From an optimization exercise on the open Yosys and OpenROAD flow, aimed at small area, a short achievable clock period and few clock cycles per item; shortcuts taken in it are not production practice. At most, simulation tests tie the RTL to the original design; equivalence was not proved. For run 1, only the layout was checked, not whether the RTL still works.

==> flow/design.v (outline; a module is shown in full before it is edited, if it fits) <==
// module skid_buffer: 14 lines
// module averaging_filter: 1704 lines
// module divide_all: 8 lines
// module fa: 7 lines
// module ha: 7 lines
// module div9: 12 lines
// module axis_averaging_filter: 31 lines
module axis_averaging_filter #(
    parameter R_I=5, C_I=5, W_I=8, R_K=3, C_K=3,
              DEPTH = $clog2(R_K*C_K),
              LATENCY = DEPTH + 1)(
    input                       clk, rstn,
    output                      s_axis_averaging_ready,
    input                       s_axis_averaging_valid,
    input  [R_I*C_I*W_I-1:0]    s_axis_averaging_data,
    input                       m_axis_averaging_ready,
    output                      m_axis_averaging_valid,
    output [R_I*C_I*W_I-1:0]    m_axis_averaging_data
);
  // ...
==> flow/flow/run.sh <==
#!/bin/bash
# Layout flow: the standard ORFS flow, except that some leaf modules of the
# design are technology-mapped here first (premap.py) and handed to the
# standard synthesis as fixed cell netlists. Registers are not touched.
set -uo pipefail
cd "$(dirname "$0")/.."
python3 flow/premap.py > premap.log 2>&1 || { echo "premap failed, standard flow"; cp design.v design_premapped.v; }
bash standard.sh VERILOG_FILES=$PWD/design_premapped.v > standard.log 2>&1
==> flow/flow/premap.json <==
{
  "fa": {"ports": "input a, input b, input c, output s, output co",
         "cell": "sky130_fd_sc_hd__fa_1", "pins": {"A": "a", "B": "b", "CIN": "c", "SUM": "s", "COUT": "co"}},
  "ha": {"ports": "input a, input b, output s, output co",
         "cell": "sky130_fd_sc_hd__ha_1", "pins": {"A": "a", "B": "b", "SUM": "s", "COUT": "co"}},
  "div9": {"abc": ["strash", "&get -n", "&deepsyn -T 60 -S 1", "&put", "dch -f", "map -a", "topo"]}
}
==> flow/flow/premap.py <==
#!/usr/bin/env python3
"""Map the leaf modules listed in flow/premap.json to sky130hd cells.

Each entry is either {"cell": ..., "pins": {...}} (a module that is exactly one
library cell) or {"abc": [script lines]} (a combinational module mapped by
ABC). Writes design_premapped.v: design.v with those modules replaced by
their mapped netlists.
"""
import json, os, re, subprocess, sys

lib = os.path.join(os.environ['FLOW_HOME'], 'platforms', os.environ.get('FLOW_PLATFORM', 'sky130hd'),
                   'lib', 'sky130_fd_sc_hd__tt_025C_1v80.lib')
cfg = json.load(open('flow/premap.json'))
src = open('design.v').read()

def module_text(name):
    m = re.search(r'^\s*module\s+' + re.escape(name) + r'\b.*?^\s*endmodule\b', src, re.S | re.M)
    return m

out = src
mapped = []
for name, spec in cfg.items():
    m = module_text(name)
    if not m:
        print(f'module {name} not in design, skipped'); continue
    if 'cell' in spec:
        ports = re.search(r'module\s+' + name + r'\s*\((.*?)\);', m.group(0), re.S).group(1)
        conns = ', '.join(f'.{p}({s})' for p, s in spec['pins'].items())
        decl = spec['ports']
        mapped.append(f'module {name} ({decl});\n  {spec["cell"]} u_cell ({conns});\nendmodule\n')
    else:
        os.makedirs('premap', exist_ok=True)
        with open(f'premap/{name}.v', 'w') as f:
            f.write(m.group(0) + '\n')
        with open(f'premap/{name}.abc', 'w') as f:
            f.write('\n'.join(spec['abc']) + '\n')
        ys = f'''read_liberty -lib {lib}
read_verilog -sv premap/{name}.v
synth -top {name} -flatten -nofsm -noshare
abc -liberty {lib} -script premap/{name}.abc
opt_clean -purge
stat -liberty {lib}
write_verilog -noattr -noexpr premap/{name}_mapped.v
'''
        open(f'premap/{name}.ys', 'w').write(ys)
        r = subprocess.run(['yosys', '-s', f'premap/{name}.ys'], capture_output=True, text=True)
        open(f'premap/{name}.log', 'w').write(r.stdout + r.stderr)
        if r.returncode != 0:
            sys.exit(f'yosys failed on {name}')
        mapped.append(open(f'premap/{name}_mapped.v').read())
    out = out.replace(m.group(0), f'// module {name}: premapped below\n')
open('design_premapped.v', 'w').write(out + '\n' + '\n'.join(mapped))
print('ok')
==> flow/standard.sh <==
#!/bin/bash
# synth_recipe.tcl (not shown) runs the flow's synth.tcl, then flattens the netlist and writes it again
# the make line also repeats each setting of config.mk as NAME=value (left out here)
make -C /OpenROAD-flow-scripts/flow DESIGN_CONFIG=/design/flow/config.mk WORK_HOME=/design/flow/orfs CLKGATE_MAP_FILE= SYNTH_SCRIPT=/design/flow/synth_recipe.tcl "${@:-finish}"
==> flow/config.mk <==
export PLATFORM = sky130hd
export DESIGN_NAME = axis_averaging_filter
export DESIGN_NICKNAME = axis_averaging_filter
export VERILOG_FILES = /design/flow/design.v
export SDC_FILE = /design/flow/constraint.sdc
export NUM_CORES = 8
export LEC_CHECK = 0
export CAP_MARGIN = 20
export CORE_MARGIN = 2
export CORE_UTILIZATION = 40
export SLEW_MARGIN = 20
==> flow/constraint.sdc <==
create_clock -name core_clock -period 8.5 [get_ports {clk}]
set_input_delay 1.7000 -clock core_clock [delete_from_list [all_inputs] [get_ports {clk}]]
set_output_delay 1.7000 -clock core_clock [all_outputs]
set_load 0.01 [all_outputs]
==> flow_summary.toml, run 1 <==
[sta]
drv_slew = 0
hold_ws_ns = 0.540

[synthesis]
netlist_area_sq_um = 28400
syn_inst = 2868
synthSimpleGateAreaFrac_pct = 12.6
synth_top_family_by_area = "adder cells"
synth.yosys.warnings = 1
synthAdderAreaFrac_pct = 37.9
synth.most_common_cell = "clkinv_1"
synth_area_leader_cell = "fa_1"

[floorplanning]
die_width_um = 270
initial_core_util_pct = 40.5
die-area_sq_um = 73100
num_rows = 97

[worst_hold_path]
worstHoldEndpoint = "SKID.m_valid"
min_path_cells = 2
min_path_type = "reg -> reg"

[setup_path]
r2r_end = "SKID.m_data[273]"
cp.arrival_ns = 8.27
endpoint = "SKID.m_data[94]"
crit_type = "in -> reg"

[route]
drt-initial-drc-count = 1737
post-route-drc-count = 0

[clocking]
htree_levels = 2
cts_setup_buffers = 0
clock_latency_ns = 0.56

[layout]
multi_input_area_share_pct = 51.1
buf_share_pct = 13.1
nClkBuffers = 46
multi_input_area_sq_um = 18400
stdcell_count = 4433

[grt]
grt_pass1_vias = 21754
globalRouteOverflowTotal = 0

[placement]
dp.cells = 4350
post_dp_cell_area_sq_um = 34400

[status]
status = "timing/DRC/antenna clean"
==> module divide_all, before the edit <==
module divide_all (
    input  logic [299:0] sums,
    output logic [199:0] final_img
);
    for (genvar i = 0; i < 25; i++) begin : g_d
        div9 u_d (.s(sums[i*12 +: 12]), .q(final_img[i*8 +: 8]));
    end
endmodule
==> module axis_averaging_filter, before the edit <==
module axis_averaging_filter #(
    parameter R_I=5, C_I=5, W_I=8, R_K=3, C_K=3,
              DEPTH = $clog2(R_K*C_K),
              LATENCY = DEPTH + 1)(
    input                       clk, rstn,
    output                      s_axis_averaging_ready,
    input                       s_axis_averaging_valid,
    input  [R_I*C_I*W_I-1:0]    s_axis_averaging_data,
    input                       m_axis_averaging_ready,
    output                      m_axis_averaging_valid,
    output [R_I*C_I*W_I-1:0]    m_axis_averaging_data
);
    wire [299:0] sums, sums_q;
    averaging_filter AVERAGING_FILTER (
        .img(s_axis_averaging_data),
        .sums(sums)
    );
    skid_buffer #(.WIDTH(300)) SKID (
        .clk(clk), .rstn(rstn),
        .s_ready(s_axis_averaging_ready),
        .s_valid(s_axis_averaging_valid),
        .s_data (sums),
        .m_ready(m_axis_averaging_ready),
        .m_valid(m_axis_averaging_valid),
        .m_data (sums_q)
    );
    divide_all DIVIDE (
        .sums(sums_q),
        .final_img(m_axis_averaging_data)
    );
endmodule
==> run 2: changes to the inputs <==
--- a/flow/design.v
+++ b/flow/design.v
@@ -9,17 +9,17 @@
     always_ff @(posedge clk or negedge rstn)
         if (!rstn) m_valid <= 1'b0;
         else if (s_ready) m_valid <= s_valid;
     always_ff @(posedge clk)
         if (load) m_data <= s_data;
 endmodule
 module averaging_filter (
     input  logic [199:0] img,
-    output logic [299:0] sums           
+    output logic [279:0] sums           
 );
     wire s1;
     wire c2;
     wire s3;
     wire c4;
     wire s5;
     wire c6;
     wire s7;
@@ -1685,94 +1685,113 @@
     fa u_s1101 (.a(s1043), .b(s241), .c(c1100), .s(s1101), .co(c1102));
     fa u_s1103 (.a(s1045), .b(s243), .c(c1102), .s(s1103), .co(c1104));
     fa u_s1105 (.a(s1047), .b(s245), .c(c1104), .s(s1105), .co(c1106));
     fa u_s1107 (.a(s1049), .b(s247), .c(c1106), .s(s1107), .co(c1108));
     fa u_s1109 (.a(s1051), .b(s249), .c(c1108), .s(s1109), .co(c1110));
     fa u_s1111 (.a(s1053), .b(s251), .c(c1110), .s(s1111), .co(c1112));
     fa u_s1113 (.a(s1055), .b(c252), .c(c1112), .s(s1113), .co(c1114));
     ha u_s1115 (.a(c1056), .b(c1114), .s(s1115), .co(c1116));
-    assign sums[11:0] = {1'b0, 1'b0, c528, s527, s525, s523, s521, s519, s517, s515, s513, s511};
-    assign sums[23:12] = {1'b0, c644, s643, s641, s639, s637, s635, s633, s631, s629, s627, s625};
-    assign sums[35:24] = {1'b0, c770, s769, s767, s765, s763, s761, s759, s757, s755, s753, s751};
-    assign sums[47:36] = {1'b0, c896, s895, s893, s891, s889, s887, s885, s883, s881, s879, s877};
-    assign sums[59:48] = {1'b0, 1'b0, c1020, s1019, s1017, s1015, s1013, s1011, s1009, s1007, s1005, s1003};
-    assign sums[71:60] = {1'b0, c584, s583, s581, s579, s577, s575, s573, s571, s569, s567, s565};
-    assign sums[83:72] = {c706, s705, s703, s701, s699, s697, s695, s693, s691, s689, s687, s685};
-    assign sums[95:84] = {c832, s831, s829, s827, s825, s823, s821, s819, s817, s815, s813, s811};
-    assign sums[107:96] = {c958, s957, s955, s953, s951, s949, s947, s945, s943, s941, s939, s937};
-    assign sums[119:108] = {1'b0, c1076, s1075, s1073, s1071, s1069, s1067, s1065, s1063, s1061, s1059, s1057};
-    assign sums[131:120] = {1'b0, c604, s603, s601, s599, s597, s595, s593, s591, s589, s587, s585};
-    assign sums[143:132] = {c728, s727, s725, s723, s721, s719, s717, s715, s713, s711, s709, s707};
-    assign sums[155:144] = {c854, s853, s851, s849, s847, s845, s843, s841, s839, s837, s835, s833};
-    assign sums[167:156] = {c980, s979, s977, s975, s973, s971, s969, s967, s965, s963, s961, s959};
-    assign sums[179:168] = {1'b0, c1096, s1095, s1093, s1091, s1089, s1087, s1085, s1083, s1081, s1079, s1077};
-    assign sums[191:180] = {1'b0, c624, s623, s621, s619, s617, s615, s613, s611, s609, s607, s605};
-    assign sums[203:192] = {c750, s749, s747, s745, s743, s741, s739, s737, s735, s733, s731, s729};
-    assign sums[215:204] = {c876, s875, s873, s871, s869, s867, s865, s863, s861, s859, s857, s855};
-    assign sums[227:216] = {c1002, s1001, s999, s997, s995, s993, s991, s989, s987, s985, s983, s981};
-    assign sums[239:228] = {1'b0, c1116, s1115, s1113, s1111, s1109, s1107, s1105, s1103, s1101, s1099, s1097};
-    assign sums[251:240] = {1'b0, 1'b0, c564, s563, s561, s559, s557, s555, s553, s551, s549, s547};
-    assign sums[263:252] = {1'b0, c684, s683, s681, s679, s677, s675, s673, s671, s669, s667, s665};
-    assign sums[275:264] = {1'b0, c810, s809, s807, s805, s803, s801, s799, s797, s795, s793, s791};
-    assign sums[287:276] = {1'b0, c936, s935, s933, s931, s929, s927, s925, s923, s921, s919, s917};
-    assign sums[299:288] = {1'b0, 1'b0, c1056, s1055, s1053, s1051, s1049, s1047, s1045, s1043, s1041, s1039};
+    assign sums[9:0] = {c528, s527, s525, s523, s521, s519, s517, s515, s513, s511};
+    assign sums[20:10] = {c644, s643, s641, s639, s637, s635, s633, s631, s629, s627, s625};
+    assign sums[31:21] = {c770, s769, s767, s765, s763, s761, s759, s757, s755, s753, s751};
+    assign sums[42:32] = {c896, s895, s893, s891, s889, s887, s885, s883, s881, s879, s877};
+    assign sums[52:43] = {c1020, s1019, s1017, s1015, s1013, s1011, s1009, s1007, s1005, s1003};
+    assign sums[63:53] = {c584, s583, s581, s579, s577, s575, s573, s571, s569, s567, s565};
+    assign sums[75:64] = {c706, s705, s703, s701, s699, s697, s695, s693, s691, s689, s687, s685};
+    assign sums[87:76] = {c832, s831, s829, s827, s825, s823, s821, s819, s817, s815, s813, s811};
+    assign sums[99:88] = {c958, s957, s955, s953, s951, s949, s947, s945, s943, s941, s939, s937};
+    assign sums[110:100] = {c1076, s1075, s1073, s1071, s1069, s1067, s1065, s1063, s1061, s1059, s1057};
+    assign sums[121:111] = {c604, s603, s601, s599, s597, s595, s593, s591, s589, s587, s585};
+    assign sums[133:122] = {c728, s727, s725, s723, s721, s719, s717, s715, s713, s711, s709, s707};
+    assign sums[145:134] = {c854, s853, s851, s849, s847, s845, s843, s841, s839, s837, s835, s833};
+    assign sums[157:146] = {c980, s979, s977, s975, s973, s971, s969, s967, s965, s963, s961, s959};
+    assign sums[168:158] = {c1096, s1095, s1093, s1091, s1089, s1087, s1085, s1083, s1081, s1079, s1077};
+    assign sums[179:169] = {c624, s623, s621, s619, s617, s615, s613, s611, s609, s607, s605};
+    assign sums[191:180] = {c750, s749, s747, s745, s743, s741, s739, s737, s735, s733, s731, s729};
+    assign sums[203:192] = {c876, s875, s873, s871, s869, s867, s865, s863, s861, s859, s857, s855};
+    assign sums[215:204] = {c1002, s1001, s999, s997, s995, s993, s991, s989, s987, s985, s983, s981};
+    assign sums[226:216] = {c1116, s1115, s1113, s1111, s1109, s1107, s1105, s1103, s1101, s1099, s1097};
+    assign sums[236:227] = {c564, s563, s561, s559, s557, s555, s553, s551, s549, s547};
+    assign sums[247:237] = {c684, s683, s681, s679, s677, s675, s673, s671, s669, s667, s665};
+    assign sums[258:248] = {c810, s809, s807, s805, s803, s801, s799, s797, s795, s793, s791};
+    assign sums[269:259] = {c936, s935, s933, s931, s929, s927, s925, s923, s921, s919, s917};
+    assign sums[279:270] = {c1056, s1055, s1053, s1051, s1049, s1047, s1045, s1043, s1041, s1039};
 endmodule
 module divide_all (
-    input  logic [299:0] sums,
+    input  logic [279:0] sums,
     output logic [199:0] final_img
 );
-    for (genvar i = 0; i < 25; i++) begin : g_d
-        div9 u_d (.s(sums[i*12 +: 12]), .q(final_img[i*8 +: 8]));
-    end
+    div9_w10 u_div_0_0 (.s(sums[9:0]), .q(final_img[7:0]));
+    div9_w11 u_div_0_1 (.s(sums[20:10]), .q(final_img[15:8]));
+    div9_w11 u_div_0_2 (.s(sums[31:21]), .q(final_img[23:16]));
+    div9_w11 u_div_0_3 (.s(sums[42:32]), .q(final_img[31:24]));
+    div9_w10 u_div_0_4 (.s(sums[52:43]), .q(final_img[39:32]));
+    div9_w11 u_div_1_0 (.s(sums[63:53]), .q(final_img[47:40]));
+    div9_w12 u_div_1_1 (.s(sums[75:64]), .q(final_img[55:48]));
+    div9_w12 u_div_1_2 (.s(sums[87:76]), .q(final_img[63:56]));
+    div9_w12 u_div_1_3 (.s(sums[99:88]), .q(final_img[71:64]));
+    div9_w11 u_div_1_4 (.s(sums[110:100]), .q(final_img[79:72]));
+    div9_w11 u_div_2_0 (.s(sums[121:111]), .q(final_img[87:80]));
+    div9_w12 u_div_2_1 (.s(sums[133:122]), .q(final_img[95:88]));
+    div9_w12 u_div_2_2 (.s(sums[145:134]), .q(final_img[103:96]));
+    div9_w12 u_div_2_3 (.s(sums[157:146]), .q(final_img[111:104]));
+    div9_w11 u_div_2_4 (.s(sums[168:158]), .q(final_img[119:112]));
+    div9_w11 u_div_3_0 (.s(sums[179:169]), .q(final_img[127:120]));
+    div9_w12 u_div_3_1 (.s(sums[191:180]), .q(final_img[135:128]));
+    div9_w12 u_div_3_2 (.s(sums[203:192]), .q(final_img[143:136]));
+    div9_w12 u_div_3_3 (.s(sums[215:204]), .q(final_img[151:144]));
+    div9_w11 u_div_3_4 (.s(sums[226:216]), .q(final_img[159:152]));
+    div9_w10 u_div_4_0 (.s(sums[236:227]), .q(final_img[167:160]));
+    div9_w11 u_div_4_1 (.s(sums[247:237]), .q(final_img[175:168]));
+    div9_w11 u_div_4_2 (.s(sums[258:248]), .q(final_img[183:176]));
+    div9_w11 u_div_4_3 (.s(sums[269:259]), .q(final_img[191:184]));
+    div9_w10 u_div_4_4 (.s(sums[279:270]), .q(final_img[199:192]));
 endmodule
 module fa (
     input  logic a, b, c,
     output logic s, co
 );
     assign s  = a ^ b ^ c;
     assign co = (a & b) | (a & c) | (b & c);
 endmodule
 module ha (
     input  logic a, b,
     output logic s, co
 );
     assign s  = a ^ b;
     assign co = a & b;
 endmodule
-module div9 (input logic [11:0] s, output logic [7:0] q);
-    logic [3:0] rem [9];
-    always_comb begin
-        logic [4:0] t;
-        rem[0] = s[11:8];
-        for (int i = 0; i < 8; i++) begin
-            t = {rem[i], s[7-i]};
-            q[7-i] = t >= 5'd9;
-            rem[i+1] = q[7-i] ? 4'(t - 5'd9) : t[3:0];
-        end
-    end
+module div9_w10 (input logic [9:0] s, output logic [7:0] q);
+    assign q = 8'(s / 4'd9);
+endmodule
+module div9_w11 (input logic [10:0] s, output logic [7:0] q);
+    assign q = 8'(s / 4'd9);
+endmodule
+module div9_w12 (input logic [11:0] s, output logic [7:0] q);
+    assign q = 8'(s / 4'd9);
 endmodule
 module axis_averaging_filter #(
     parameter R_I=5, C_I=5, W_I=8, R_K=3, C_K=3,
               DEPTH = $clog2(R_K*C_K),
               LATENCY = DEPTH + 1)(
     input                       clk, rstn,
     output                      s_axis_averaging_ready,
     input                       s_axis_averaging_valid,
     input  [R_I*C_I*W_I-1:0]    s_axis_averaging_data,
     input                       m_axis_averaging_ready,
     output                      m_axis_averaging_valid,
     output [R_I*C_I*W_I-1:0]    m_axis_averaging_data
 );
-    wire [299:0] sums, sums_q;
+    wire [279:0] sums, sums_q;
     averaging_filter AVERAGING_FILTER (
         .img(s_axis_averaging_data),
         .sums(sums)
     );
-    skid_buffer #(.WIDTH(300)) SKID (
+    skid_buffer #(.WIDTH(280)) SKID (
         .clk(clk), .rstn(rstn),
         .s_ready(s_axis_averaging_ready),
         .s_valid(s_axis_averaging_valid),
         .s_data (sums),
         .m_ready(m_axis_averaging_ready),
         .m_valid(m_axis_averaging_valid),
         .m_data (sums_q)
     );
==> flow/flow/run.sh (replaced) <==
#!/bin/bash
# Layout flow: the standard ORFS flow (standard.sh), except that
#  - the combinational leaf modules listed in flow/premap.json are mapped to
#    cells first (premap.py) and handed to the standard synthesis as fixed
#    netlists; registers and all other logic go through standard synthesis;
#  - the port buffers are sky130_fd_sc_hd__buf_1 cells.
# Each tool's output goes to a log file in this folder.
set -uo pipefail
cd "$(dirname "$0")/.."
if ! python3 flow/premap.py > premap.log 2>&1; then
    echo "premap failed, using the design as is" >> premap.log
    cp design.v design_premapped.v
fi
bash standard.sh VERILOG_FILES=$PWD/design_premapped.v \
    BUFFER_PORTS_ARGS="-buffer_cell sky130_fd_sc_hd__buf_1" > standard.log 2>&1
==> flow/flow/premap.json (replaced) <==
{
  "fa": {"ports": "input a, input b, input c, output s, output co",
         "cell": "sky130_fd_sc_hd__fa_1", "pins": {"A": "a", "B": "b", "CIN": "c", "SUM": "s", "COUT": "co"}},
  "ha": {"ports": "input a, input b, output s, output co",
         "cell": "sky130_fd_sc_hd__ha_1", "pins": {"A": "a", "B": "b", "SUM": "s", "COUT": "co"}},
  "div9_w10": {"abc": ["strash", "&get -n", "&deepsyn -T 60 -S 1", "&put", "dch -f", "&get -n", "&nf -R 1000", "&put"]},
  "div9_w11": {"abc": ["strash", "&get -n", "&deepsyn -T 60 -S 1", "&put", "dch -f", "&get -n", "&nf -R 1000", "&put"]},
  "div9_w12": {"abc": ["strash", "&get -n", "&deepsyn -T 60 -S 1", "&put", "dch -f", "&get -n", "&nf -R 1000", "&put"]}
}
==> flow/flow/premap.py (replaced) <==
#!/usr/bin/env python3
"""Map the leaf modules listed in flow/premap.json to sky130hd cells.

Each entry is either {"cell": ..., "pins": {...}} (a module that is exactly one
library cell) or {"abc": [script lines]} (a combinational module mapped by
ABC). Writes design_premapped.v: design.v with those modules replaced by
their mapped netlists.
"""
import json, os, re, subprocess, sys

lib = os.path.join(os.environ['FLOW_HOME'], 'platforms', os.environ.get('FLOW_PLATFORM', 'sky130hd'),
                   'lib', 'sky130_fd_sc_hd__tt_025C_1v80.lib')
cfg = json.load(open('flow/premap.json'))
# the platform's don't-use cells (sky130hd config.mk: probe and lpflow cells)
dont_use = '-dont_use *probe* -dont_use *lpflow*'
src = open('design.v').read()

def module_text(name):
    m = re.search(r'^\s*module\s+' + re.escape(name) + r'\b.*?^\s*endmodule\b', src, re.S | re.M)
    return m

out = src
mapped = []
jobs = []
for name, spec in cfg.items():
    m = module_text(name)
    if not m:
        print(f'module {name} not in design, skipped'); continue
    if 'cell' in spec:
        ports = re.search(r'module\s+' + name + r'\s*\((.*?)\);', m.group(0), re.S).group(1)
        conns = ', '.join(f'.{p}({s})' for p, s in spec['pins'].items())
        decl = spec['ports']
        mapped.append(f'module {name} ({decl});\n  {spec["cell"]} u_cell ({conns});\nendmodule\n')
    else:
        os.makedirs('premap', exist_ok=True)
        with open(f'premap/{name}.v', 'w') as f:
            f.write(m.group(0) + '\n')
        with open(f'premap/{name}.abc', 'w') as f:
            f.write('\n'.join(spec['abc']) + '\n')
        ys = f'''read_liberty -lib {lib}
read_verilog -sv premap/{name}.v
synth -top {name} -flatten -nofsm -noshare
abc -liberty {lib} {dont_use} -script premap/{name}.abc
opt_clean -purge
stat -liberty {lib}
write_verilog -noattr -noexpr premap/{name}_mapped.v
'''
        open(f'premap/{name}.ys', 'w').write(ys)
        log = open(f'premap/{name}.log', 'w')
        jobs.append((name, subprocess.Popen(['yosys', '-s', f'premap/{name}.ys'], stdout=log, stderr=subprocess.STDOUT)))
    out = out.replace(m.group(0), f'// module {name}: premapped below\n')
for name, p in jobs:
    if p.wait() != 0:
        sys.exit(f'yosys failed on {name}')
    mapped.append(open(f'premap/{name}_mapped.v').read())
open('design_premapped.v', 'w').write(out + '\n' + '\n'.join(mapped))
print('ok')
==> flow_summary.toml, run 2 <==
[grt]
grt_pass1_wl_um = 125000
top_usage_layer = "met2"
met2_usage_pct = 42.0
globalRouteOverflowTotal = 0
grt_max_degree = 151
grt.total_usage_pct = 26.1
use_met3_pct = 5.06
antenna_found_initial = 10
grt_pass1_vias = 19490
met1_usage_pct = 35.2

[worst_hold_path]
min_path_cells = 2
worstHoldEndpoint = "SKID.m_valid"
min_path_type = "reg -> reg"
hold_start = "SKID.m_valid"

[floorplanning]
die_h_um = 261
num_rows = 94
core_sq_um = 65500
initial_core_util_pct = 40.2
die-area_sq_um = 67900
die_width_um = 261
io_pins = 406

[synthesis]
async_flop_share_pct = 0.356
synth_mux_area_share_pct = 0
synth_area_leader_cell = "fa_1"
syn_inst = 2142
synth-edff-count = 280
synthSimpleGateAreaFrac_pct = 11.1
synth_ff_type = "edfxtp_1"
syn_avg_cell_area_sq_um = 12.3
synth_seq_cells = 281
synth_cell_types = 36
synth.most_common_cell = "fa_1"
yosysTopAreaCellShare_pct = 35.6
synth_top_family_by_area = "adder cells"
ys_top_cells_by_area = "fa_1 36%, edfxtp_1 32%, ha_1 4.3%"
synth_compound_area_share_pct = 9.33
synth-seq-area-share_pct = 32.0
netlist_area_sq_um = 26300
synth.yosys.warnings = 1
synthAdderAreaFrac_pct = 40.3
yosys.area_share.xor_xnor_pct = 4.95
yosys-top-cells-count = "468 x fa_1, 280 x edfxtp_1, 177 x nand2_1"

[placement]
dp.cells = 3443
dpl.hpwl_um = 77400
post_dp_cell_area_sq_um = 29200
preCtsSetupSlack_ns = 0.143
port_buffers = 401
place.gp.congestion = 0.945

[sta]
finalWorstSetupSlack_ns = 0.269
hold_ws_ns = 0.581
max_freq_mhz = 121
drv_slew = 0
finalHoldViolCount = 0
fin_crit_sh_pct = 96.8
setup_tns_ns = 0
setup_viol = 0
fin_worst_skew_ns = 0.0140
min_period_ns = 8.23
max_slew_margin_pct = 30.6
worst_pin_slew_ns = 1.04

[layout]
nets = 3380
final_core_util_pct = 46.7
regMostFlops = "SKID.m_data"
drive_above_1_share_pct = 4.24
area_growth_pct = 16.1
stdcell_count = 3515
largest_register_ffs = 280
fin_area_sq_um = 30600
top_regs = "SKID.m_data (280), SKID.m_valid (1)"
final_common_cell = "fa_1"
most-common-layout-cells = "468 x fa_1, 401 x buf_1, 280 x edfxtp_1"

[setup_path]
critPathCaptureType = "output pin"
cp.required_ns = 6.80
r2r_end = "SKID.m_data[195]"
path_max_fanout = 4
crit_type = "reg -> out"
cp.arrival_ns = 6.53
crit_path_start_kind = "flop"
reg2reg_depth = 3
r2r_setup_slack_ns = 5.92
rr_startpoint = "SKID.m_valid"

[status]
status = "timing/DRC/antenna clean"

[clocking]
cts-root-buf = "clkbuf_16"
clk_transition_reported_paths_ns = 0.06
cts_tree = "yes"
clock_latency_ns = 0.57
htree_levels = 2
holdBufCountCts = 0
cts_sinks = 281
cts_made_buffers = 36
cts.path.max_buffers = 3

[route]
vias = 19018
detail_route.wl_per_cell_um = 25.0
ant_nets = 0
post-route-drc-count = 0
via_per_inst = 5.41
drt-initial-drc-count = 1522
first_pass_iters = 7
wirelength_um = 87900

[flow_run]
cap_violations = 0
[run 2: what timing repair did]
action,CTS,global route
setup buffers,0,1
gates resized for setup,2,40
pin swaps,0,2
endpoints found under the setup margin,1,14
[run 2: cells by family (layout without fill, tap and decap cells)]
| family | after synthesis | count (layout) |
|---|---|---|
| AOI/OAI and AO/OA | 377 | 377 |
| xor gates and xnor gates | 149 | 149 |
| adders and majority gates | 570 | 570 |
| buffers and inverters | 156 | 655 |
| DFF | 281 | 281 |
| other | 1 | 11 |
| and+or+nand+nor | 608 | 608 |
[run 2: cell type report]
cell class,instances,area (sq um)
Inverter,152,571
Fill cell,5962,34900
Clock buffer,43,948
Sequential cell,281,8430
Clock inverter,21,279
Multi-Input combinational cell,1708,17400
Timing Repair Buffer,439,1800
Antenna cell,7,17.5
Tap cell,864,1080
[run 2: critical path, stage by stage, from the launching register on]
cell      delay, ns
edfxtp_1       0.43
nand2b_1       0.18
maj3_1         0.39
nor2b_1        0.18
nor3_1         0.27
nor2_1         0.16
xor2_1         0.24
nand2_1        0.11
nor2_1         0.16
clkinv_1       0.12
a21oi_1        0.18
xnor2_1        0.12
or2_0          0.27
a311o_1        0.41
o21ai_0        0.13
xnor2_1        0.18
or2_0          0.28
a21oi_1        0.21
xor2_1         0.26
nand2_1        0.11
a311oi_1       0.37
a21oi_1        0.09
xor2_1         0.20
a21boi_0       0.16
o311a_1        0.34
a21oi_1        0.24
buf_1          0.19
[run 2: routing by layer]
layer	wire (um)	vias to the layer above
met5	126	-
met4	3380	8
met3	7260	148
met2	41300	862
met1	35900	9614
li1	-	8386
[run 2: worst max path at each step]
stage	start	endpoint	slack (ns)	depth (start not counted)
after floorplan	s_axis_averaging_data[80]	SKID.m_data[132]	0.92	14
after global routing	SKID.m_data[145]	m_axis_averaging_data[96]	-0.0007	29
final	SKID.m_data[37]	m_axis_averaging_data[24]	0.27	26
after detailed placement	s_axis_averaging_data[96]	SKID.m_data[144]	0.14	15
after CTS	SKID.m_data[145]	m_axis_averaging_data[96]	0.002	27
after global placement	s_axis_averaging_data[96]	SKID.m_data[144]	0.20	15
Testbench counts of run 2, summed over its fixed seeds: cycles 2,056, items 2,048.
==> run 3: changes to the inputs <==
--- a/flow/config.mk
+++ b/flow/config.mk
@@ -10,2 +10,3 @@
 export CORE_UTILIZATION = 40
+export SETUP_SLACK_MARGIN = 1.5
 export SLEW_MARGIN = 20
==> flow_summary.toml, run 3 <==
[placement]
port_buffers = 401
dpl.hpwl_um = 78100
post_dp_cell_area_sq_um = 29800
preCtsSetupSlack_ns = 0.549
dp.cells = 3415
place.gp.congestion = 0.966

[synthesis]
synth_top_family_by_area = "adder cells"
synth.yosys.warnings = 1
synth.most_common_cell = "fa_1"
synthAdderAreaFrac_pct = 40.3
yosys-top-cells-count = "468 x fa_1, 280 x edfxtp_1, 177 x nand2_1"
yosysTopAreaCellShare_pct = 35.6
synth_area_leader_cell = "fa_1"
ys_top_cells_by_area = "fa_1 36%, edfxtp_1 32%, ha_1 4.3%"
async_flop_share_pct = 0.356
synth_ff_type = "edfxtp_1"
yosys.area_share.xor_xnor_pct = 4.95
syn_avg_cell_area_sq_um = 12.3
synth_mux_area_share_pct = 0
synth-edff-count = 280
netlist_area_sq_um = 26300
syn_inst = 2142
synthSimpleGateAreaFrac_pct = 11.1
synth_cell_types = 36
synth_seq_cells = 281
synth_compound_area_share_pct = 9.33
synth-seq-area-share_pct = 32.0

[layout]
top_regs = "SKID.m_data (280), SKID.m_valid (1)"
drive_above_1_share_pct = 49.9
area_growth_pct = 52.7
final_common_cell = "buf_4"
final_core_util_pct = 61.4
fin_area_sq_um = 40200
stdcell_count = 4215
nFillCells = 4818
regMostFlops = "SKID.m_data"
most-common-layout-cells = "586 x buf_4, 337 x buf_1, 319 x fa_2"
largest_register_ffs = 280
nets = 4074

[route]
ant_nets = 0
post-route-drc-count = 0
drt-initial-drc-count = 2013
via_per_inst = 5.58
detail_route.wl_per_cell_um = 26.7
wirelength_um = 113000
first_pass_iters = 5
vias = 23519

[sta]
finalWorstSetupSlack_ns = 0.843
drv_slew = 0
fin_crit_sh_pct = 90.1
worst_pin_slew_ns = 1.09
hold_ws_ns = 0.543
max_freq_mhz = 131
fin_worst_skew_ns = 0.0241
finalHoldViolCount = 0
setup_viol = 0
max_slew_margin_pct = 27.4
min_period_ns = 7.66
rsz0062_at_grt = "yes"
setup_tns_ns = 0

[setup_path]
path_max_fanout = 3
critPathCaptureType = "output pin"
cp_slowest_stage_delay_ns = 0.46
rr_startpoint = "SKID.m_valid"
cp.arrival_ns = 5.96
r2r_setup_slack_ns = 6.04
critical_path.startpoint = "SKID.m_data[191]"
crit_type = "reg -> out"
cp.required_ns = 6.80
slowest_stage = "edfxtp_1"
crit_path_start_kind = "flop"

[floorplanning]
initial_core_util_pct = 40.2
die-area_sq_um = 67900
core_sq_um = 65500
num_rows = 94
die_h_um = 261
io_pins = 406
die_width_um = 261

[clocking]
holdBufCountCts = 0
cts_sinks = 281
cts-root-buf = "clkbuf_16"
cts_tree = "yes"
cts.path.max_buffers = 3
clock_latency_ns = 0.57
cts_made_buffers = 34
clk_transition_reported_paths_ns = 0.06
htree_levels = 2

[worst_hold_path]
hold_start = "SKID.m_valid"
min_path_type = "reg -> reg"

[grt]
grt.total_usage_pct = 29.6
grt_max_degree = 161
grt_pass1_vias = 23178
antenna_found_initial = 15
globalRouteOverflowTotal = 0
grt_pass1_wl_um = 144000

[flow_run]
cap_violations = 0

[status]
status = "timing/DRC/antenna clean"
-- run 3: changes by cell type in the layout (fill, tap and decap cells not counted), sizes merged --
cell,before,now
buf,439,1119
bufinv,6,3
clkbuf,43,60
clkinv,160,136
clkinvlp,3,0
diode,7,13
inv,4,31
-- run 3: area by class of cell --
type	instances	area (sq um)	share of cell area (%)
antenna	13	32.5	0.0809
clock buffer	44	962	2.39
clock inverter	18	160	0.398
inverter	152	587	1.46
multi-input combinational	1708	21100	52.6
sequential	281	8430	21.0
tap	864	1080	2.69
timing repair buffer	1135	7830	19.5
-- run 3: kinds of logic (layout without fill, tap and decap cells) --
logic type | Yosys count | in the layout
xor gates and xnor gates | 149 | 149
buffers and inverters | 156 | 1349
other | 1 | 17
and+or+nand+nor | 608 | 608
DFF | 281 | 281
adders and majority gates | 570 | 570
AOI/OAI and AO/OA | 377 | 377
-- run 3: timing repair --
action | 4_1_cts | 5_1_grt
gates cloned | 0 | 0
setup buffers | 445 | 280
resized for setup | 399 | 669
setup endpoints to repair | 74 | 78
pin swaps | 269 | 468
-- run 3: path summary, 6_finish.rpt --
check / endpoint / cells after the start
worst max-delay path: m_axis_averaging_data[128] / 29
worst max register to register: SKID.m_data[133] / 3
worst min register to register: SKID.m_valid / 2
worst min-delay path: SKID.m_valid / 2
min in group asynchronous: SKID.m_valid / 1
max in group asynchronous: SKID.m_valid / 1
-- run 3: layer usage --
metal,vias up,wire length [um],GRT usage [%]
met1,11962,40100,37.1
met5,-,95,0
met3,426,10500,6.30
met2,1391,53900,48.6
li1,9726,-,-
met4,14,7930,15.3
-- run 3: worst max-delay path: cells and delay by family, from the launching register on --
family	cells	cell delay [ns]
simple gates	11	2.07
compound gates	10	1.66
buf+inv	5	0.65
xor+xnor	3	0.54
flops	1	0.46
==> run 4: changes to the inputs <==
--- a/flow/config.mk
+++ b/flow/config.mk
@@ -9,4 +9,4 @@
 export CORE_MARGIN = 2
-export CORE_UTILIZATION = 40
-export SETUP_SLACK_MARGIN = 1.5
+export CORE_UTILIZATION = 55
+export CTS_BUF_LIST = sky130_fd_sc_hd__clkbuf_4 sky130_fd_sc_hd__clkbuf_8
 export SLEW_MARGIN = 20
==> flow_summary.toml, run 4 <==
[setup_path]
path_max_fanout = 4
critical_path.top_delay_family = "compound AO/OA/AOI/OAI gates"
crit_top_cell = "a21oi_1"
crit_type = "reg -> out"
slowest_stage = "edfxtp_1"
cp.arrival_ns = 6.50
path_buf_inv = 2
crit_path_start_kind = "flop"
critPathCaptureType = "output pin"
cp.required_ns = 6.80
cp_slowest_stage_delay_ns = 0.50

[synthesis]
synth_cell_types = 36
synth.most_common_cell = "fa_1"
yosysTopAreaCellShare_pct = 35.6
yosys-top-cells-count = "468 x fa_1, 280 x edfxtp_1, 177 x nand2_1"
synth-seq-area-share_pct = 32.0
synth_area_leader_cell = "fa_1"
netlist_area_sq_um = 26300
ys_top_cells_by_area = "fa_1 36%, edfxtp_1 32%, ha_1 4.3%"
syn_inst = 2142
synth_seq_cells = 281
synth.yosys.warnings = 1
async_flop_share_pct = 0.356
synth-edff-count = 280
synth_ff_type = "edfxtp_1"
syn_avg_cell_area_sq_um = 12.3

[route]
drt-initial-drc-count = 1764
detail_route.wl_per_cell_um = 24.9
wirelength_um = 81700
first_pass_iters = 6
via_per_inst = 5.85
ant_nets = 0
vias = 19211
post-route-drc-count = 0

[sta]
max_slew_margin_pct = 31.9
worst_pin_slew_ns = 1.02
finalHoldViolCount = 0
min_period_ns = 8.20
setup_viol = 0
fin_crit_sh_pct = 96.5
fin_worst_skew_ns = 0.0189
max_freq_mhz = 122
drv_slew = 0

[clocking]
cts.path.max_buffers = 3
cts_tree = "yes"
cts_setup_buffers = 0
cts_made_buffers = 52
clk_transition_reported_paths_ns = 0.06
holdBufCountCts = 0
cts-root-buf = "clkbuf_8"
cts_sinks = 281
htree_levels = 2
clock_latency_ns = 0.66

[placement]
post_dp_cell_area_sq_um = 28800
place.gp.congestion = 0.963
dpl.hpwl_um = 71400
port_buffers = 401

[grt]
grt.total_usage_pct = 33.5
antenna_found_initial = 7
grt_pass1_wl_um = 119000
grt_pass1_vias = 19448
met2_usage_pct = 51.9
globalRouteOverflowTotal = 0
use_met3_pct = 8.83
top_usage_layer = "met2"
met1_usage_pct = 46.4
grt_max_degree = 164

[layout]
largest_register_ffs = 280
nets = 3385
regMostFlops = "SKID.m_data"
area_growth_pct = 13.9
drive_above_1_share_pct = 5.11
most-common-layout-cells = "468 x fa_1, 400 x buf_1, 280 x edfxtp_1"
final_common_cell = "fa_1"
top_regs = "SKID.m_data (280), SKID.m_valid (1)"
fin_area_sq_um = 30000

[floorplanning]
initial_core_util_pct = 55.4
num_rows = 80
core_sq_um = 47500
die-area_sq_um = 49700
die_h_um = 223
io_pins = 406
die_width_um = 223

[status]
status = "timing/DRC/antenna clean"

[worst_hold_path]
min_path_type = "reg -> reg"

[flow_run]
cap_violations = 0
[run 4: timing repair]
item	CTS	global route
endpoints found under the setup margin	0	18
gates resized for setup	0	47
hold endpoints to repair	0	0
[run 4: final timing paths]
kind / from / endpoint / slack, ns / depth (start not counted)
max in group asynchronous: rstn / SKID.m_valid / 7.59 / 1
worst min-delay path: SKID.m_valid / SKID.m_valid / 0.54 / 2
worst max register to register: SKID.m_valid / SKID.m_data[215] / 6.05 / 3
worst max-delay path: SKID.m_data[26] / m_axis_averaging_data[16] / 0.30 / 26
worst min register to register: SKID.m_valid / SKID.m_valid / 0.54 / 2
min in group asynchronous: rstn / SKID.m_valid / 0.81 / 1
[run 4: layer usage]
| metal | share of wire [%] | vias up |
|---|---|---|
| li1 | - | 8392 |
| met1 | 41 | 9661 |
| met2 | 45 | 972 |
| met3 | 9.8 | 180 |
| met4 | 3.9 | 6 |
| met5 | 0.042 | - |
[run 4: kinds of logic after synthesis]
kind of cell / count (synthesis) / synth area share [%]
flip-flops: 281 / 32.0
buffers and inverters: 156 / 2.28
XOR/XNOR: 149 / 4.95
AND/OR/NAND/NOR: 608 / 11.1
adder cells (fa/ha/maj): 570 / 40.3
other: 1 / 0.0142
AO/OA/AOI/OAI: 377 / 9.33
[run 4: final cells by class]
cell class	instances	area, sq um
tap	615	769
fill	3822	17500
timing repair buffer	428	1720
clock inverter	33	244
antenna	5	12.5
multi-input combinational	1708	17400
clock buffer	62	797
inverter	152	571
sequential	281	8430
[run 4: worst reg2reg max path: stages, from the launching register on]
cell and delay [ns]:
dfrtp_1 0.40, nand2b_4 0.08, and2_4 0.68, buf_12 0.63
[run 4: through the flow]
| stage | hold WS, ns | utilization [%] | instances | setup WS (ns) | setup TNS, ns |
|---|---|---|---|---|---|
| after floorplan | 0.593 | - | 2145 | 0.921 | 0 |
| after global placement | 0.532 | 60.6 | 3184 | 0.240 | 0 |
| after detailed placement | 0.532 | 60.6 | 3184 | 0.140 | 0 |
| after CTS | 0.551 | 62.8 | 3279 | 0.0153 | 0 |
| after global routing | 0.577 | 63.1 | 3280 | -0.0469 | -0.0974 |
| final | 0.541 | 63.1 | 3284 | 0.299 | 0 |
==> run 5: changes to the inputs <==
==> flow/flow/premap.json (replaced) <==
{
  "fa": {"ports": "input a, input b, input c, output s, output co",
         "cell": "sky130_fd_sc_hd__fa_1", "pins": {"A": "a", "B": "b", "CIN": "c", "SUM": "s", "COUT": "co"}},
  "ha": {"ports": "input a, input b, output s, output co",
         "cell": "sky130_fd_sc_hd__ha_1", "pins": {"A": "a", "B": "b", "SUM": "s", "COUT": "co"}},
  "div9_w10": {"abc": ["strash", "&get -n", "&deepsyn -T 60 -S 1", "&put", "dch -f", "map -D 3200", "topo"]},
  "div9_w11": {"abc": ["strash", "&get -n", "&deepsyn -T 60 -S 1", "&put", "dch -f", "map -D 3200", "topo"]},
  "div9_w12": {"abc": ["strash", "&get -n", "&deepsyn -T 60 -S 1", "&put", "dch -f", "map -D 3200", "topo"]}
}
--- a/flow/config.mk
+++ b/flow/config.mk
@@ -9,4 +9,3 @@
 export CORE_MARGIN = 2
-export CORE_UTILIZATION = 55
-export CTS_BUF_LIST = sky130_fd_sc_hd__clkbuf_4 sky130_fd_sc_hd__clkbuf_8
+export CORE_UTILIZATION = 40
 export SLEW_MARGIN = 20
==> flow_summary.toml, run 5 <==
[route]
first_pass_iters = 7
via_per_inst = 5.43
post-route-drc-count = 0
wirelength_um = 92900
ant_nets = 0
vias = 20932
drt-initial-drc-count = 1771
detail_route.wl_per_cell_um = 24.1

[floorplanning]
die_h_um = 264
die-area_sq_um = 69700
core_sq_um = 67000
num_rows = 95
initial_core_util_pct = 40.4
die_width_um = 264
io_pins = 406

[synthesis]
synth_seq_cells = 281
synth-edff-count = 280
yosys-top-cells-count = "468 x fa_1, 466 x nand2_1, 301 x clkinv_1"
async_flop_share_pct = 0.356
ys_top_cells_by_area = "fa_1 35%, edfxtp_1 31%, nand2_1 6.5%"
synth_area_leader_cell = "fa_1"
netlist_area_sq_um = 27100
synth_ff_type = "edfxtp_1"
syn_avg_cell_area_sq_um = 10.9
synth_cell_types = 37
synth-seq-area-share_pct = 31.2
synth.yosys.warnings = 1
syn_inst = 2490
yosysTopAreaCellShare_pct = 34.6
synth.most_common_cell = "fa_1"

[clocking]
cts.path.max_buffers = 3
cts_sinks = 281
cts_setup_buffers = 0
cts-root-buf = "clkbuf_16"
cts_tree = "yes"
htree_levels = 2
clk_transition_reported_paths_ns = 0.06
holdBufCountCts = 0
clock_latency_ns = 0.56
cts_made_buffers = 35
post_cts_resize_count = 0

[setup_path]
cp.required_ns = 8.79
cp.arrival_ns = 8.00
critPathCaptureType = "flop"
rr_startpoint = "SKID.m_valid"
crit_path_start_kind = "primary input"
cp_slowest_stage_delay_ns = 0.71
path_cells = "buf_1 -> ha_1 -> fa_1 -> fa_1 -> fa_1 -> fa_1 -> fa_1 -> fa_1 -> fa_1 -> fa_1 -> fa_1 -> fa_1 -> fa_1 -> fa_1 -> ha_1"
critical_path.startpoint = "s_axis_averaging_data[112]"
crit_top_cell = "fa_1"
slowest_stage = "fa_1"
crit_type = "in -> reg"
path_max_fanout = 4

[sta]
rsz0062_at_grt = "no"
max_slew_margin_pct = 25.9
finalHoldViolCount = 0
hold_ws_ns = 0.563
min_period_ns = 7.71
worst_pin_slew_ns = 1.11
fin_crit_sh_pct = 90.7
fin_worst_skew_ns = 0.0260
setup_tns_ns = 0
max_freq_mhz = 130
drv_slew = 0
setup_viol = 0

[layout]
drive_above_1_share_pct = 5.81
nets = 3716
top_regs = "SKID.m_data (280), SKID.m_valid (1)"
nFillCells = 6236
seq_area_sq_um = 8430
multi_input_area_sq_um = 17500
most-common-layout-cells = "468 x fa_1, 466 x nand2_1, 401 x buf_1"
final_common_cell = "fa_1"
regMostFlops = "SKID.m_data"
area_growth_pct = 14.6
largest_register_ffs = 280
fin_area_sq_um = 31000

[placement]
port_buffers = 401
place.gp.congestion = 0.937
post_dp_cell_area_sq_um = 29900
dpl.hpwl_um = 81600

[grt]
top_usage_layer = "met2"
grt_pass1_vias = 21235
met1_usage_pct = 36.9
grt_pass1_wl_um = 135000
grt.total_usage_pct = 26.9
met2_usage_pct = 41.9
globalRouteOverflowTotal = 0
antenna_found_initial = 7
grt_max_degree = 170
use_met3_pct = 6.46

[worst_hold_path]
min_path_type = "reg -> reg"
hold_start = "SKID.m_valid"

[flow_run]
cap_violations = 0

[status]
status = "timing/DRC/antenna clean"
[run 5: cell families (layout without fill, tap and decap cells)]
family                   after synthesis  after routing  synth area share [%]
XOR/XNOR                             105            105                  3.40
AO/OA/AOI/OAI                        372            372                  8.73
AND/OR/NAND/NOR                      868            868                  13.6
other                                  1              7                0.0139
buffers and inverters                305            792                  4.29
flip-flops                           281            281                  31.2
adder cells (fa/ha/maj)              558            558                  38.8
[run 5: layout make-up]
| class | instances | area share (%) |
|---|---|---|
| clock buffer | 46 | 3.10 |
| clock inverter | 17 | 0.597 |
| tap | 873 | 3.52 |
| antenna | 3 | 0.0242 |
| inverter | 301 | 3.64 |
| timing repair buffer | 428 | 5.55 |
| multi-input combinational | 1907 | 56.4 |
| sequential | 281 | 27.2 |
[run 5: per-stage QoR]
step | util, % | worst slack (ns) | cells
floorplan | - | 0.921 | 2493
global placement | 44.5 | 0.247 | 3790
detailed placement | 44.5 | 0.185 | 3790
CTS | 46.2 | 0.783 | 3853
global route | 46.2 | 0.612 | 3853
finish | 46.3 | 0.793 | 3856
[run 5: layer usage]
layer | up-vias | wire length [um] | part of all wire [%]
li1 | 9303 | - | -
met1 | 10528 | 39000 | 42
met2 | 946 | 41700 | 45
met3 | 147 | 8820 | 9.5
met4 | 8 | 3330 | 3.6
met5 | - | 44 | 0.047
[run 5: final timing paths]
kind                                    endpoint  slack (ns)  depth (start not counted)
worst min register to register      SKID.m_valid        0.56                          2
worst max register to register   SKID.m_data[25]        6.03                          3
worst max-delay path            SKID.m_data[156]        0.79                         15
worst min-delay path                SKID.m_valid        0.56                          2
min in group asynchronous           SKID.m_valid        0.89                          1
max in group asynchronous           SKID.m_valid        7.50                          1
[run 5: critical path, delay by kind of cell]
family | cells | cell delay [ns]
adder cells (fa/ha/maj) | 14 | 6.13
buffers and inverters | 1 | 0.17
==> run 6: changes to the inputs <==
--- a/flow/config.mk
+++ b/flow/config.mk
@@ -9,3 +9,4 @@
 export CORE_MARGIN = 2
-export CORE_UTILIZATION = 40
+export CORE_UTILIZATION = 55
+export CTS_BUF_LIST = sky130_fd_sc_hd__clkbuf_4 sky130_fd_sc_hd__clkbuf_8
 export SLEW_MARGIN = 20
==> flow_summary.toml, run 6 <==
[status]
status = "timing/DRC/antenna clean"

[layout]
area_growth_pct = 13.1
top_regs = "SKID.m_data (280), SKID.m_valid (1)"
nFillCells = 4066
most-common-layout-cells = "468 x fa_1, 466 x nand2_1, 401 x buf_1"
nets = 3726
regMostFlops = "SKID.m_data"
final_core_util_pct = 62.8
drive_above_1_share_pct = 6.56
stdcell_count = 3672
largest_register_ffs = 280
final_common_cell = "fa_1"

[route]
post-route-drc-count = 0
first_pass_iters = 7
drt-initial-drc-count = 1798
vias = 21038
detail_route.wl_per_cell_um = 23.0
wirelength_um = 84600
via_per_inst = 5.73
ant_nets = 0

[synthesis]
synth_area_leader_cell = "fa_1"
synth-seq-area-share_pct = 31.2
synth.most_common_cell = "fa_1"
synth_ff_type = "edfxtp_1"
yosys-top-cells-count = "468 x fa_1, 466 x nand2_1, 301 x clkinv_1"
synth_cell_types = 37
synth.yosys.warnings = 1
yosysTopAreaCellShare_pct = 34.6
async_flop_share_pct = 0.356
synth-edff-count = 280
syn_avg_cell_area_sq_um = 10.9
ys_top_cells_by_area = "fa_1 35%, edfxtp_1 31%, nand2_1 6.5%"
syn_inst = 2490
netlist_area_sq_um = 27100
synth_seq_cells = 281

[setup_path]
crit_type = "reg -> out"
crit_top_cell = "nand2_1"
cp_slowest_stage_delay_ns = 0.56
path_max_fanout = 4
slowest_stage = "a21boi_0"
crit_path_start_kind = "flop"
cp.arrival_ns = 5.94
path_buf_inv = 2
cp.required_ns = 6.80
critical_path.top_delay_family = "compound AO/OA/AOI/OAI gates"
critPathCaptureType = "output pin"

[sta]
rsz0062_at_grt = "no"
fin_crit_sh_pct = 89.9
drv_slew = 0
fin_worst_skew_ns = 0.0233
max_slew_margin_pct = 33.0
setup_tns_ns = 0
finalWorstSetupSlack_ns = 0.856
setup_viol = 0
max_freq_mhz = 131
finalHoldViolCount = 0
min_period_ns = 7.64
worst_pin_slew_ns = 1.00

[flow_run]
cap_violations = 0

[floorplanning]
io_pins = 406
core_sq_um = 48700
die_h_um = 226
die-area_sq_um = 51000
die_width_um = 226
num_rows = 81
initial_core_util_pct = 55.5

[placement]
place.gp.congestion = 0.975
preCtsSetupSlack_ns = 0.191
port_buffers = 401
dpl.hpwl_um = 74300
dp.cells = 3575

[clocking]
cts_setup_buffers = 0
htree_levels = 2
clk_transition_reported_paths_ns = 0.07
cts-root-buf = "clkbuf_8"
holdBufCountCts = 0
clock_latency_ns = 0.66
post_cts_resize_count = 0
cts_sinks = 281
cts_made_buffers = 51
cts_tree = "yes"
cts.path.max_buffers = 3

[grt]
grt_pass1_wl_um = 123000
antenna_found_initial = 11
grt_pass1_vias = 20499
grt_max_degree = 163
grt.total_usage_pct = 33.9
globalRouteOverflowTotal = 0

[worst_hold_path]
min_path_type = "reg -> reg"
[run 6: kinds of logic (layout without fill, tap and decap cells)]
kind of cell    after synthesis  after routing  synth area share (%)
simple gates                868            868                  13.6
fa+ha+maj                   558            558                  38.8
other cells                   1             11                0.0139
compound gates              372            372                  8.73
xor+xnor                    105            105                  3.40
buf+inv                     305            813                  4.29
flops                       281            281                  31.2
[run 6: final cells by class]
cell class / count / area (sq um) / area share, %
Clock buffer: 65 / 813 / 2.66
Antenna cell: 7 / 17.5 / 0.0573
Sequential cell: 281 / 8430 / 27.6
Clock inverter: 25 / 216 / 0.708
Inverter: 301 / 1130 / 3.69
Timing Repair Buffer: 422 / 1680 / 5.48
Multi-Input combinational cell: 1907 / 17500 / 57.1
Tap cell: 664 / 831 / 2.72
[run 6: tightest hold or removal path: cells and delay by family (launching register included)]
| kind | cells | cell delay [ns] |
|---|---|---|
| DFF | 1 | 0.39 |
| and+or+nand+nor | 2 | 0.13 |
[run 6: per-stage QoR]
stage	cell area [sq um]	hold WS [ns]
2_1_floorplan	27100	0.593
3_5_place_dp	29500	0.539
3_3_place_gp	29500	0.520
4_1_cts	30600	0.555
5_1_grt	30600	0.581
6_report	30600	0.547
[run 6: final timing paths]
path | start | endpoint | slack, ns | cells after the start
min in group asynchronous | rstn | SKID.m_valid | 0.81 | 1
max in group asynchronous | rstn | SKID.m_valid | 7.59 | 1
max | SKID.m_data[145] | m_axis_averaging_data[96] | 0.86 | 29
max reg2reg | SKID.m_valid | SKID.m_data[92] | 6.05 | 3
min reg2reg | SKID.m_valid | SKID.m_valid | 0.55 | 2
min | SKID.m_valid | SKID.m_valid | 0.55 | 2
[run 6: per-layer routing]
metal  GRT usage [%]  up-vias  part of all wire, %
met5               0        -                0.082
met4            11.8       10                  3.7
met3            8.91      156                   10
met2            52.6     1016                   46
met1            46.5    10510                   40
li1                -     9346                    -

-- what the ideal ports hide --
The flow's constraints put no driver on any port. The routed layouts listed below were extracted and timed again, unchanged, in two steps. Step 1 (the two cells are an assumption about what drives the block):
set clk [get_ports {clk}]
set_driving_cell -lib_cell sky130_fd_sc_hd__clkbuf_16 $clk
set_driving_cell -lib_cell sky130_fd_sc_hd__buf_2 [delete_from_list [all_inputs] $clk]
Step 2, shift: input delay + t, output delay - t, t = (earliest + latest rising clock arrival at the registers) / 2. This alone moves slack from input paths to output paths. Three values: ideal ports, drivers, drivers and shift; two values: the first two.
run | shift t [ns] | setup slack, ns | hold slack, ns | worst setup path at the end | worst data-port slew with drivers (ns)
run 1 | 0.617 | 0.531 / 0.510 / -0.058 | 0.540 / 0.540 / 0.540 | input to register | 0.15
run 2 | 0.617 | 0.269 / 0.211 / 0.135 | 0.581 / 0.581 / 0.581 | input to register | 0.13
run 3 | 0.615 | 0.843 / 0.778 / 0.671 | 0.543 / 0.543 / 0.543 | input to register | 0.16
run 4 | 0.701 | 0.299 / 0.236 / 0.200 | 0.541 / 0.541 / 0.541 | input to register | 0.12
run 5 | 0.613 | 0.793 / 0.835 / 0.222 | 0.563 / 0.563 / 0.563 | input to register | 0.15
run 6 | 0.705 | 0.856 / 0.793 / 0.176 | 0.547 / 0.547 / 0.547 | input to register | 0.15
With both steps, setup timing fails in run 1, where it was met with ideal ports. The setup slack of run 6, which loses most, moves by -0.063 ns with the drivers and by -0.680 ns with both steps.
